Background: an optimization exercise with open tools, aiming at small area. Do not read the settings as production practice. The RTL was checked by simulation tests, not by an equivalence proof against the original design.

==> flow/design.v (outline; a module is shown in full before it is edited, if it fits) <==
// module gci_std_display_font: 679 lines
// module gci_std_display_character: 127 lines
module gci_std_display_character #(
		parameter P_AREA_H = 640,
		parameter P_AREA_V = 480,
		parameter P_AREAA_HV_N = 19,
		parameter P_MEM_ADDR_N = 23
	)(
		input wire iCLOCK,
		input wire inRESET,
		input wire iRESET_SYNC,
		input wire iIF_VALID,
		output wire oIF_BUSY,
		input wire [13:0] iIF_ADDR,	 
		input wire [31:0] iIF_DATA,
		output wire oIF_FINISH,
		output wire oIF_VALID,
		input wire iIF_BUSY,
		output wire [P_MEM_ADDR_N-1:0] oIF_ADDR,
		output wire [23:0] oIF_DATA
	);
  // ...
==> flow/flow/run.sh <==
#!/bin/bash
# Own flow: the standard flow with two changes.
# 1. Synthesis: ORFS's synthesis script as the standard synthesis runs it, but with
#    an area-oriented ABC script (a few are tried, optionally without Yosys's
#    full-adder extraction) in place of ORFS's delay-oriented one; the smallest
#    netlist whose registers are exactly the standard synthesis's is kept.
#    No buffers are added for outputs that share a net (OpenROAD reads the
#    assign statements; the port buffers follow in placement).
# 2. Layout: the smallest buffer on the ports, and a clock tree of clkbuf_8.
set -euo pipefail
W=$(pwd)
R=$W/orfs/results/$FLOW_PLATFORM/gci_std_display_character/base
REP=$W/orfs/reports/$FLOW_PLATFORM/gci_std_display_character/base
bash standard.sh synth > $W/std_synth.log 2>&1
cp $R/1_2_yosys.v $W/std_1_2_yosys.v
cp $R/1_2_yosys.sdc $W/std_1_2_yosys.sdc
cp $REP/synth_stat.txt $W/std_synth_stat.txt
std_area=$(sed -n "s/.*Chip area for module .*: \([0-9.]*\).*/\1/p" $W/std_synth_stat.txt | tail -1)
echo "standard $std_area" > $W/synth_areas.txt
best=""; best_area=$std_area
for s in nfm nf amap; do
  for fa in 0 1 2; do
    t=synth_${s}_fa${fa}
    # fa: 0 = Yosys's adder extraction as is, 1 = none, 2 = full adders only
    xfa="extract_fa {*}[dont_use_extract_fa_args]"
    [[ $fa == 1 ]] && xfa=""
    [[ $fa == 2 ]] && xfa="extract_fa -fa {*}[dont_use_extract_fa_args]"
    sed -e "s#^\(\s*\)extract_fa {\*}\[dont_use_extract_fa_args\]#\1$xfa#" \
        -e "s#^\(\s*\)insbuf -buf #\1\# insbuf -buf #" \
        -e "s#^\(\s*\)log_cmd abc {\*}\$abc_args#\1log_cmd abc -script $W/flow/$s.abc {*}[lrange \$abc_args 2 end]#" \
        $FLOW_HOME/scripts/synth.tcl > $W/$t.tcl
    sed -e "s#^source \$::env(SCRIPTS_DIR)/synth.tcl#source $W/$t.tcl#" $W/synth_recipe.tcl > $W/my_$t.tcl
    rm -f $R/1_2_yosys.v $R/1_2_yosys.sdc $R/1_synth.odb $R/1_synth.sdc
    if bash standard.sh "SYNTH_SCRIPT=$W/my_$t.tcl" $R/1_2_yosys.v > $W/$t.log 2>&1 \
       && cp $R/1_2_yosys.v $W/$t.v && cp $REP/synth_stat.txt $W/$t.stat \
       && python3 $W/flow/same_regs.py $W/std_1_2_yosys.v $W/$t.v > $W/$t.regs 2>&1; then
      a=$(sed -n "s/.*Chip area for module .*: \([0-9.]*\).*/\1/p" $W/$t.stat | tail -1)
      echo "$t $a" >> $W/synth_areas.txt
      # (far smaller than the standard netlist would mean lost logic)
      if python3 -c "import sys; sys.exit(0 if $a < $best_area and $a > 0.5 * $std_area else 1)"; then
        best=$t; best_area=$a
      fi
    fi
  done
done
echo "chosen ${best:-standard} $best_area" >> $W/synth_areas.txt
rm -f $R/1_2_yosys.v $R/1_2_yosys.sdc $R/1_synth.odb $R/1_synth.sdc
if [[ -n "$best" ]]; then cp $W/$best.v $R/1_2_yosys.v; else cp $W/std_1_2_yosys.v $R/1_2_yosys.v; fi
cp $W/std_1_2_yosys.sdc $R/1_2_yosys.sdc
bash standard.sh finish "BUFFER_PORTS_ARGS=-buffer_cell sky130_fd_sc_hd__buf_1" \
  "CTS_ARGS=-sink_clustering_enable -repair_clock_nets -dont_use_dummy_load -buf_list sky130_fd_sc_hd__clkbuf_8 -sink_clustering_size 30" \
  > $W/std_finish.log 2>&1
==> flow/flow/amap.abc <==
strash
dch
amap
topo
==> flow/flow/nf.abc <==
strash
&get -n
&dch -f
&nf -a -R 1000
&put
topo
==> flow/flow/nfm.abc <==
strash
&get -n
&dch -f
&nf -p -R 1000
&put
mfs3 -ae
topo
==> flow/flow/same_regs.py <==
import re, sys
def regs(path):
    s=open(path).read()
    out=set()
    for m in re.finditer(r'\b(sky130_fd_sc_hd__(?:df|edf|sdf|sedf|dl)\w*)\s+(\\\S+|\w+)\s*\(', s):
        out.add((m.group(1), m.group(2)))
    return out
a=regs(sys.argv[1]); b=regs(sys.argv[2])
print(len(a), "registers in the standard netlist,", len(b), "in the re-mapped one")
if a!=b:
    print("differ:", sorted(a^b)); sys.exit(1)
print("same")
==> flow/standard.sh <==
#!/bin/bash
# synth_recipe.tcl (not shown) runs the flow's synth.tcl, then flattens the netlist and writes it again
# the make line also repeats each setting of config.mk as NAME=value (left out here)
make -C /OpenROAD-flow-scripts/flow DESIGN_CONFIG=/design/flow/config.mk WORK_HOME=/design/flow/orfs CLKGATE_MAP_FILE= SYNTH_SCRIPT=/design/flow/synth_recipe.tcl "${@:-finish}"
==> flow/config.mk <==
export PLATFORM = sky130hd
export DESIGN_NAME = gci_std_display_character
export DESIGN_NICKNAME = gci_std_display_character
export VERILOG_FILES = /design/flow/design.v
export SDC_FILE = /design/flow/constraint.sdc
export NUM_CORES = 4
export LEC_CHECK = 0
export ABC_AREA = 1
export CAP_MARGIN = 20
export CORE_MARGIN = 2
export CORE_UTILIZATION = 30
export GPL_TIMING_DRIVEN = 0
export PLACE_DENSITY = 0.45
export SETUP_SLACK_MARGIN = 0.4
export SLEW_MARGIN = 20
export SYNTH_MEMORY_MAX_BITS = 32768
==> flow/constraint.sdc <==
create_clock -name core_clock -period 10.0 [get_ports {iCLOCK}]
set_input_delay 2.0000 -clock core_clock [delete_from_list [all_inputs] [get_ports {iCLOCK}]]
set_output_delay 2.0000 -clock core_clock [all_outputs]
set_load 0.01 [all_outputs]
==> impl_metrics.ini, run 1 <==
[floorplan]
die_w_microns = 140
initial_core_util = 0.308

[cells_and_area]
stdcell_area_sq_um = 6680
n_antenna_cell = 1
final_common_cell = nand2_1
inverters_excl_clock = 44
ff_latch_area_sq_um = 1550
reg_top3 = b_base (14), b_back (12), b_fore (12)
seq_cells = 54
area_growth_pct = 19.7
multi_input_area_sq_um = 4010
final_cell_mix = nand2_1 (120), buf_1 (96), nor2_1 (82), o21ai_0 (67), a21oi_1 (66)
n_clock_buffer = 5
stdcell_count = 1128

[timing]
setup_slack_ps = 475
setup_viol = 0
hold_violations = 0

[grt]
grtUsageMet1 = 0.441
grt_pass1_vias = 7413
antenna_found_initial = 4

[placed_design]
place.gp.congestion = 1.19
port_buffers = 96
place_ws_ps = -440

[run_status]
status = timing/DRC/antenna clean

[clock_network]
clkTransAtPathRegs_ps = 80
postCtsHoldBufs = 0

[critical_path]
critPathLaunchType = flop
rrSetupSlack_ps = 470
crit_top_cell = a21oi_1
rr_worst_depth = 27

[detailed_routing]
firstDrtPassIters = 7
drt_drc_violations_left = 0
==> module gci_std_display_character, before the edit <==
module gci_std_display_character #(
		parameter P_AREA_H = 640,
		parameter P_AREA_V = 480,
		parameter P_AREAA_HV_N = 19,
		parameter P_MEM_ADDR_N = 23
	)(
		input wire iCLOCK,
		input wire inRESET,
		input wire iRESET_SYNC,
		input wire iIF_VALID,
		output wire oIF_BUSY,
		input wire [13:0] iIF_ADDR,	 
		input wire [31:0] iIF_DATA,
		output wire oIF_FINISH,
		output wire oIF_VALID,
		input wire iIF_BUSY,
		output wire [P_MEM_ADDR_N-1:0] oIF_ADDR,
		output wire [23:0] oIF_DATA
	);
	reg b_busy;
	reg [6:0] b_pixel;
	reg b_pixel_on;
	reg [11:0] b_fore;
	reg [11:0] b_back;
	reg [13:0] b_base;
	reg [6:0] b_code;
	wire last = b_pixel[6] & b_pixel[5] & b_pixel[4];
	wire fetch = last & b_pixel[3];
	wire finish = b_busy & last & !b_pixel[3];
	wire write = b_busy & !last & !iIF_BUSY;
	wire [6:0] next_pixel = b_pixel + 7'h1;
	wire font_pixel;
	gci_std_display_font FONT14X8(
		.iCODE(b_code),
		.iROW(next_pixel[6:3]),
		.iCOL(next_pixel[2:0]),
		.oPIXEL(font_pixel)
	);
	always@(posedge iCLOCK or negedge inRESET)begin
		if(!inRESET)begin
			b_busy <= 1'b0;
		end
		else if(iRESET_SYNC)begin
			b_busy <= 1'b0;
		end
		else if(!b_busy)begin
			b_busy <= iIF_VALID;
		end
		else if(finish)begin
			b_busy <= 1'b0;
		end
	end
	always@(posedge iCLOCK)begin
		if(!b_busy)begin
			b_pixel <= 7'h7f;
			b_fore <= iIF_DATA[19:8];
			b_back <= iIF_DATA[31:20];
			b_base <= iIF_ADDR;
			b_code <= iIF_DATA[6:0];
		end
		else if(fetch | write)begin
			b_pixel <= next_pixel;
			b_pixel_on <= font_pixel;
		end
	end
	wire [5:0] r = b_base[13:8];
	wire [3:0] row = b_pixel[6:3];
	wire [3:0] chi = b_base[7:4];
	wire [12:0] hi;
	wire s0 = row[0] ^ chi[0];
	wire c0 = row[0] & chi[0];
	wire s1 = r[0] ^ row[1] ^ chi[1];
	wire c1 = (r[0] & row[1]) | (r[0] & chi[1]) | (row[1] & chi[1]);
	wire s2 = c0 ^ s1;
	wire c2 = c0 & s1;
	wire s3 = r[1] ^ r[0] ^ row[2];
	wire c3 = (r[1] & r[0]) | (r[1] & row[2]) | (r[0] & row[2]);
	wire s4 = row[0] ^ chi[2] ^ c1;
	wire c4 = (row[0] & chi[2]) | (row[0] & c1) | (chi[2] & c1);
	wire s5 = c2 ^ s3 ^ s4;
	wire c5 = (c2 & s3) | (c2 & s4) | (s3 & s4);
	wire s6 = r[2] ^ r[1] ^ row[3];
	wire c6 = (r[2] & r[1]) | (r[2] & row[3]) | (r[1] & row[3]);
	wire s7 = row[1] ^ chi[3] ^ c3;
	wire c7 = (row[1] & chi[3]) | (row[1] & c3) | (chi[3] & c3);
	wire s8 = c4 ^ c5 ^ s6;
	wire c8 = (c4 & c5) | (c4 & s6) | (c5 & s6);
	wire s9 = s7 ^ s8;
	wire c9 = s7 & s8;
	wire s10 = r[3] ^ r[2] ^ row[2];
	wire c10 = (r[3] & r[2]) | (r[3] & row[2]) | (r[2] & row[2]);
	wire s11 = c6 ^ c7 ^ c8;
	wire c11 = (c6 & c7) | (c6 & c8) | (c7 & c8);
	wire s12 = c9 ^ s10 ^ s11;
	wire c12 = (c9 & s10) | (c9 & s11) | (s10 & s11);
	wire s13 = r[4] ^ r[3] ^ row[3];
	wire c13 = (r[4] & r[3]) | (r[4] & row[3]) | (r[3] & row[3]);
	wire s14 = c10 ^ c11 ^ c12;
	wire c14 = (c10 & c11) | (c10 & c12) | (c11 & c12);
	wire s15 = s13 ^ s14;
	wire c15 = s13 & s14;
	wire s16 = r[5] ^ r[4] ^ r[0];
	wire c16 = (r[5] & r[4]) | (r[5] & r[0]) | (r[4] & r[0]);
	wire s17 = c13 ^ c14 ^ c15;
	wire c17 = (c13 & c14) | (c13 & c15) | (c14 & c15);
	wire s18 = s16 ^ s17;
	wire c18 = s16 & s17;
	wire s19 = r[5] ^ r[1] ^ c16;
	wire c19 = (r[5] & r[1]) | (r[5] & c16) | (r[1] & c16);
	wire s20 = c17 ^ c18 ^ s19;
	wire c20 = (c17 & c18) | (c17 & s19) | (c18 & s19);
	wire s21 = r[2] ^ c19 ^ c20;
	wire c21 = (r[2] & c19) | (r[2] & c20) | (c19 & c20);
	wire s22 = r[3] ^ c21;
	wire c22 = r[3] & c21;
	wire s23 = r[4] ^ c22;
	wire c23 = r[4] & c22;
	wire s24 = r[5] ^ c23;
	wire c24 = r[5] & c23;
	assign hi = {c24, s24, s23, s22, s21, s20, s18, s15, s12, s9, s5, s2, s0};
	assign oIF_BUSY = b_busy;
	assign oIF_FINISH = finish;
	assign oIF_VALID = write;
	assign oIF_ADDR = {3'b000, hi, b_base[3:0], b_pixel[2:0]};
	wire [11:0] color = b_pixel_on ? b_fore : b_back;
	assign oIF_DATA = {color[11:8], color[11:8], color[7:4], color[7:4], color[3:0], color[3:0]};
endmodule
==> run 2: changes to the inputs <==
--- a/flow/design.v
+++ b/flow/design.v
@@ -701,23 +701,12 @@
 	);
 	reg b_busy;
 	reg [6:0] b_pixel;
-	reg b_pixel_on;
 	reg [11:0] b_fore;
 	reg [11:0] b_back;
 	reg [13:0] b_base;
 	reg [6:0] b_code;
-	wire last = b_pixel[6] & b_pixel[5] & b_pixel[4];
-	wire fetch = last & b_pixel[3];
-	wire finish = b_busy & last & !b_pixel[3];
-	wire write = b_busy & !last & !iIF_BUSY;
-	wire [6:0] next_pixel = b_pixel + 7'h1;
-	wire font_pixel;
-	gci_std_display_font FONT14X8(
-		.iCODE(b_code),
-		.iROW(next_pixel[6:3]),
-		.iCOL(next_pixel[2:0]),
-		.oPIXEL(font_pixel)
-	);
+	wire finish = b_busy & b_pixel[6] & b_pixel[5] & b_pixel[4];
+	wire write = b_busy & !finish & !iIF_BUSY;
 	always@(posedge iCLOCK or negedge inRESET)begin
 		if(!inRESET)begin
 			b_busy <= 1'b0;
@@ -734,17 +723,23 @@
 	end
 	always@(posedge iCLOCK)begin
 		if(!b_busy)begin
-			b_pixel <= 7'h7f;
+			b_pixel <= 7'h0;
 			b_fore <= iIF_DATA[19:8];
 			b_back <= iIF_DATA[31:20];
 			b_base <= iIF_ADDR;
 			b_code <= iIF_DATA[6:0];
 		end
-		else if(fetch | write)begin
-			b_pixel <= next_pixel;
-			b_pixel_on <= font_pixel;
+		else if(write)begin
+			b_pixel <= b_pixel + 7'h1;
 		end
 	end
+	wire pixel_on;
+	gci_std_display_font FONT14X8(
+		.iCODE(b_code),
+		.iROW(b_pixel[6:3]),
+		.iCOL(b_pixel[2:0]),
+		.oPIXEL(pixel_on)
+	);
 	wire [5:0] r = b_base[13:8];
 	wire [3:0] row = b_pixel[6:3];
 	wire [3:0] chi = b_base[7:4];
@@ -804,7 +799,7 @@
 	assign oIF_FINISH = finish;
 	assign oIF_VALID = write;
 	assign oIF_ADDR = {3'b000, hi, b_base[3:0], b_pixel[2:0]};
-	wire [11:0] color = b_pixel_on ? b_fore : b_back;
+	wire [11:0] color = pixel_on ? b_fore : b_back;
 	assign oIF_DATA = {color[11:8], color[11:8], color[7:4], color[7:4], color[3:0], color[3:0]};
 endmodule
 `default_nettype wire
==> flow/flow/run.sh (replaced) <==
#!/bin/bash
# Own flow: the standard flow, with the standard synthesis netlist's combinational
# logic re-mapped for area before floorplanning, and the smallest buffer on the ports.
set -euo pipefail
W=$(pwd)
R=$W/orfs/results/$FLOW_PLATFORM/gci_std_display_character/base
YOSYS=yosys
if ! command -v yosys >/dev/null 2>&1; then YOSYS=$FLOW_HOME/../tools/install/yosys/bin/yosys; fi
LIB=$FLOW_HOME/platforms/$FLOW_PLATFORM/lib/sky130_fd_sc_hd__tt_025C_1v80.lib
bash standard.sh synth > $W/std_synth.log 2>&1
cp $R/1_2_yosys.v $W/std_1_2_yosys.v
mkdir -p $W/maps
python3 $W/flow/mkmap.py $LIB $W/maps > $W/mkmap.log 2>&1
# Re-map with a few ABC scripts, keeping or re-mapping the full adders; keep the smallest.
# (A candidate far smaller than the standard netlist would mean ABC dropped logic.)
std_area=$(sed -n "s/.*Chip area for module .*: \([0-9.]*\).*/\1/p" $W/orfs/reports/$FLOW_PLATFORM/gci_std_display_character/base/synth_stat.txt | tail -1)
best=""; best_area=""
for s in nfm nf nf2 amap rs; do
  for m in combmap combmap_nofa; do
    t=remap_${s}_${m}
    if REMAP_LIB=$LIB REMAP_COMBMAP=$W/maps/$m.v REMAP_IN=$W/std_1_2_yosys.v REMAP_TOP=$FLOW_TOP \
       REMAP_SCRIPT=$W/flow/$s.abc REMAP_STAT=$W/$t.stat REMAP_OUT=$W/$t.v \
       $YOSYS -c $W/flow/remap.tcl > $W/$t.log 2>&1 \
       && python3 $W/flow/same_regs.py $W/std_1_2_yosys.v $W/$t.v > $W/$t.regs 2>&1; then
      a=$(sed -n "s/.*Chip area for module .*: \([0-9.]*\).*/\1/p" $W/$t.stat)
      echo "$t $a" >> $W/remap_areas.txt
      if python3 -c "import sys; sys.exit(0 if $a < 0.5 * $std_area else 1)"; then continue; fi
      if [[ -z "$best" ]] || python3 -c "import sys; sys.exit(0 if $a < $best_area else 1)"; then
        best=$t; best_area=$a
      fi
    fi
  done
done
echo "chosen $best $best_area" >> $W/remap_areas.txt
cp $W/$best.v $R/1_2_yosys.v
touch $R/1_2_yosys.v
# Port buffers: the smallest buffer instead of the delay cell the resizer picks.
# Clock tree: clkbuf_8 buffers, larger sink clusters, no dummy loads.
bash standard.sh finish "BUFFER_PORTS_ARGS=-buffer_cell sky130_fd_sc_hd__buf_1" \
  "CTS_ARGS=-sink_clustering_enable -repair_clock_nets -dont_use_dummy_load -buf_list sky130_fd_sc_hd__clkbuf_8 -sink_clustering_size 30" \
  > $W/std_finish.log 2>&1
==> flow/flow/mkmap.py (new file) <==
# Writes Yosys techmap files that turn each combinational cell of the liberty
# file into its logic function: combmap.v (all cells) and combmap_nofa.v
# (all but the full adders, which then stay as they are).
import re, sys
lib=open(sys.argv[1]).read()
mods=[]
for c in re.split(r'\n\s*cell\s*\(', lib)[1:]:
    name=re.match(r'\s*"?(\w+)"?\s*\)',c).group(1)
    if "three_state" in c: continue
    if re.search(r'\b(ff|latch|statetable)\s*\(',c): continue
    pins=[]
    for pm in re.finditer(r'\n\s*pin\s*\(\s*"?(\w+)"?\s*\)\s*\{(.*?)\n\s{8}\}', c, re.S):
        pn,body=pm.group(1),pm.group(2)
        d=re.search(r'direction\s*:\s*"?(\w+)"?',body)
        f=re.search(r'function\s*:\s*"([^"]*)"',body)
        pins.append((pn,d.group(1) if d else None,f.group(1) if f else None))
    ins=[p for p,d,f in pins if d=='input']
    outs=[(p,f) for p,d,f in pins if d=='output']
    if not outs or any(f is None for p,f in outs): continue
    if any(re.search(r'VPWR|VGND|KAPWR',f) for p,f in outs): continue
    decl=", ".join([f"input {p}" for p in ins]+[f"output {p}" for p,_ in outs])
    body="".join(f"  assign {p} = {f.replace('!','~')};\n" for p,f in outs)
    mods.append((name,f"(* techmap_celltype = \"{name}\" *)\nmodule _map_{name}({decl});\n{body}endmodule\n"))
open(sys.argv[2]+'/combmap.v','w').write("\n".join(m for n,m in mods))
open(sys.argv[2]+'/combmap_nofa.v','w').write("\n".join(m for n,m in mods if not re.match(r'sky130_fd_sc_hd__fa_\d+$',n)))
==> flow/flow/nf2.abc (new file) <==
strash
&get -n
&dch
&nf -R 1000
&put
topo
==> flow/flow/remap.tcl (new file) <==
# Re-map the combinational logic of the standard synthesis netlist for area.
# Registers (and any cell without a model in combmap.v) are kept as they are.
yosys -import
set lib $::env(REMAP_LIB)
read_liberty -lib $lib
read_verilog -defer $::env(REMAP_COMBMAP)
read_verilog $::env(REMAP_IN)
hierarchy -top $::env(REMAP_TOP)
techmap -map $::env(REMAP_COMBMAP)
techmap
opt -fast
opt_clean
abc -script $::env(REMAP_SCRIPT) -liberty $lib -dont_use *lpflow* -dont_use *probe*
splitnets
opt_clean -purge
hilomap -singleton -hicell sky130_fd_sc_hd__conb_1 HI -locell sky130_fd_sc_hd__conb_1 LO
insbuf -buf sky130_fd_sc_hd__buf_4 A X
check -assert -mapped
tee -o $::env(REMAP_STAT) stat -liberty $lib
write_verilog -noattr -nohex -nodec $::env(REMAP_OUT)
==> flow/flow/rs.abc (new file) <==
strash
balance -l
resub -K 6 -l
rewrite -l
resub -K 6 -N 2 -l
refactor -l
resub -K 8 -l
balance -l
resub -K 8 -N 2 -l
rewrite -l
resub -K 10 -l
rewrite -z -l
resub -K 10 -N 2 -l
balance -l
resub -K 12 -l
refactor -z -l
resub -K 12 -N 2 -l
rewrite -z -l
balance -l
balance -l
resub -K 6 -l
rewrite -l
resub -K 6 -N 2 -l
refactor -l
resub -K 8 -l
balance -l
resub -K 8 -N 2 -l
rewrite -l
resub -K 10 -l
rewrite -z -l
resub -K 10 -N 2 -l
balance -l
resub -K 12 -l
refactor -z -l
resub -K 12 -N 2 -l
rewrite -z -l
balance -l
dch
map -a
mfs2 -a
strash
dch
map -a
topo
--- a/flow/config.mk
+++ b/flow/config.mk
@@ -9,8 +9,6 @@
 export CAP_MARGIN = 20
 export CORE_MARGIN = 2
 export CORE_UTILIZATION = 30
-export GPL_TIMING_DRIVEN = 0
 export PLACE_DENSITY = 0.45
-export SETUP_SLACK_MARGIN = 0.4
 export SLEW_MARGIN = 20
 export SYNTH_MEMORY_MAX_BITS = 32768
==> run 2 against run 1 <==
  * Register-to-register slack gained 7200 ps
  * First-iteration DRC count shrank 16%
  * Synthesized cell count grew 2.2%
  * Worst hold slack gained 45 ps
  * Fmax grew 7.0%
  * Clock skew shrank 14 ps
  * Synthesized area grew 3.0%
  * Utilization grew 0.25 points
  * Global-route usage grew 1.5 points
  * Sequential share of layout area shrank 1.5 points
==> impl_metrics.ini, run 2 <==
[run_status]
status = timing/DRC/antenna clean

[grt]
antenna_found_initial = 1
groute.usage.overall = 0.396
grt_overflow = 0
grt_pass1_wl_microns = 55800
grt_max_degree = 50
grt_pass1_vias = 7629

[clock_network]
cts_sinks = 53
clk_latency_ps = 300
post-cts-setup-buffers = 0
cts_resized = 0
clockRootBuffer = clkbuf_8
cts-htree-levels = 2
clkTransAtPathRegs_ps = 80
postCtsHoldBufs = 0
cts_tree = built
cts_buffers = 5
clockBufferDepth = 2

[cells_and_area]
post-route-util = 0.372
layout.nets = 1038
top_register = b_base
ff_latch_area_sq_um = 1520
reg_top3 = b_base (14), b_back (12), b_fore (12)
stdcell_area_sq_um = 6980
final_common_cell = nand2_1
multi_input_area_sq_um = 3690
drive_above_1_share = 0.112
largest_reg_flops = 14
n_antenna_cell = 0
area_growth_pct = 21.5
final_cell_mix = nand2_1 (127), buf_4 (101), buf_1 (96), a21oi_1 (83), nor2_1 (80)
fillers = 2087

[critical_path]
crit_fanout = 12
slowest_stage = dfxtp_1
cp_data_required_time_ps = 8000
cp-end-kind = output pin
crit_top_cell = a21oi_1
arrival_ps = 6900
critPathLaunchType = flop
setup.worst_path.class = reg -> out
critPathMaxStageDelay_ps = 550

[detailed_routing]
vias = 7809
finalWirelength_microns = 39800
firstDrtPassIters = 7
via_per_inst = 6.50
ant_nets = 0
wire_per_inst_microns = 33.1
drt_drc_violations_left = 0
drt_iter0_markers = 1284

[floorplan]
initial_core_util = 0.306
ioPinCount = 101
dieHeight_microns = 142
core_area_sq_um = 18800
rows = 50
die_w_microns = 142
die-area_sq_um = 20300

[logic_synthesis]
avgSynthCellArea_sq_um = 7.20
syn_area_sq_um = 5750
synthCells = 798
yosysWarnings = 1

[timing]
fin_skew_ps = 10.8
hold_violations = 0
slew_viol_final = 0
fmax_mhz = 112
setup_viol = 0
period_minus_slack_ps = 8900
finalSetupTns_ps = 0
period_share = 0.890
max_slew_margin = 0.193
tightest_slew_ps = 1210
setup_slack_ps = 1100
rsz0062_at_grt = no

[placed_design]
hpwl_microns = 31400
post_dp_cell_area_sq_um = 6900
place.gp.congestion = 1.11
port_buffers = 96
place_ws_ps = 1780

[flow_run]
drv_cap = 0

[hold_path]
hold_class = reg -> reg
## run 2: cell type report
type	instances	area share
clock buffer	5	0.00986
inverter	75	0.0403
sequential	53	0.217
tap	234	0.0420
multi-input combinational	637	0.529
timing repair buffer	198	0.161
## run 2: worst paths after layout
| kind | start | end | slack [ps] | depth (start not counted) |
|---|---|---|---|---|
| min reg2reg | b_pixel[3] | b_pixel[3] | 670 | 1 |
| max in group asynchronous | inRESET | b_busy | 8450 | 1 |
| min in group asynchronous | inRESET | b_busy | 1450 | 1 |
| max | b_pixel[4] | oIF_DATA[14] | 1100 | 30 |
| min | b_pixel[3] | b_pixel[3] | 670 | 1 |
| max reg2reg | b_pixel[2] | b_pixel[5] | 7700 | 7 |
## run 2: worst max-delay path: cells and delay by family, from the launching register on
kind            cells  cell delay, ps
mux                 1             370
simple gates        9            1870
compound gates     12            2220
flops               1             550
buf+inv             8            1610
## run 2: per-layer routing
metal / up-vias / part of all wire / global-route usage / routed length [microns]
met5: - / 0.00033 / 0 / 13
li1: 3242 / - / - / -
met1: 3609 / 0.37 / 0.485 / 14700
met2: 735 / 0.41 / 0.592 / 16400
met3: 221 / 0.13 / 0.121 / 5040
met4: 2 / 0.092 / 0.279 / 3680
## run 2: stage by stage
stage / hold slack [ps] / std cells
6_report: 668 / 1202
5_1_grt: 706 / 1202
4_1_cts: 665 / 1201
3_5_place_dp: 645 / 1196
3_3_place_gp: 625 / 1196
2_1_floorplan: 625 / 800

==> afterwards: timing with drivers on the ports <==
No port has a modelled driver above. Below, the same layouts with a new extraction and two added sets of constraints.
Step 1 (the two cells are an assumption about what drives the block):
set clk [get_ports {iCLOCK}]
set_driving_cell -lib_cell sky130_fd_sc_hd__clkbuf_16 $clk
set_driving_cell -lib_cell sky130_fd_sc_hd__buf_2 [delete_from_list [all_inputs] $clk]
Step 2, shift: input delay + t, output delay - t, t = (earliest + latest rising clock arrival at the registers) / 2. This alone moves slack from input paths to output paths.
Slacks: ideal ports / drivers / drivers and shift; pairs: ideal ports / drivers.
run | t (ns) | setup WS [ns] | hold WS [ns] | cell pins on the clock port's net
run 1 | 0.333 | 0.475 / 0.475 / 0.475 | 0.623 / 0.623 / 0.623 | 1
run 2 | 0.318 | 1.100 / 1.079 / 1.397 | 0.668 / 0.668 / 0.668 | 1
After both steps setup and hold are still met in every run listed.
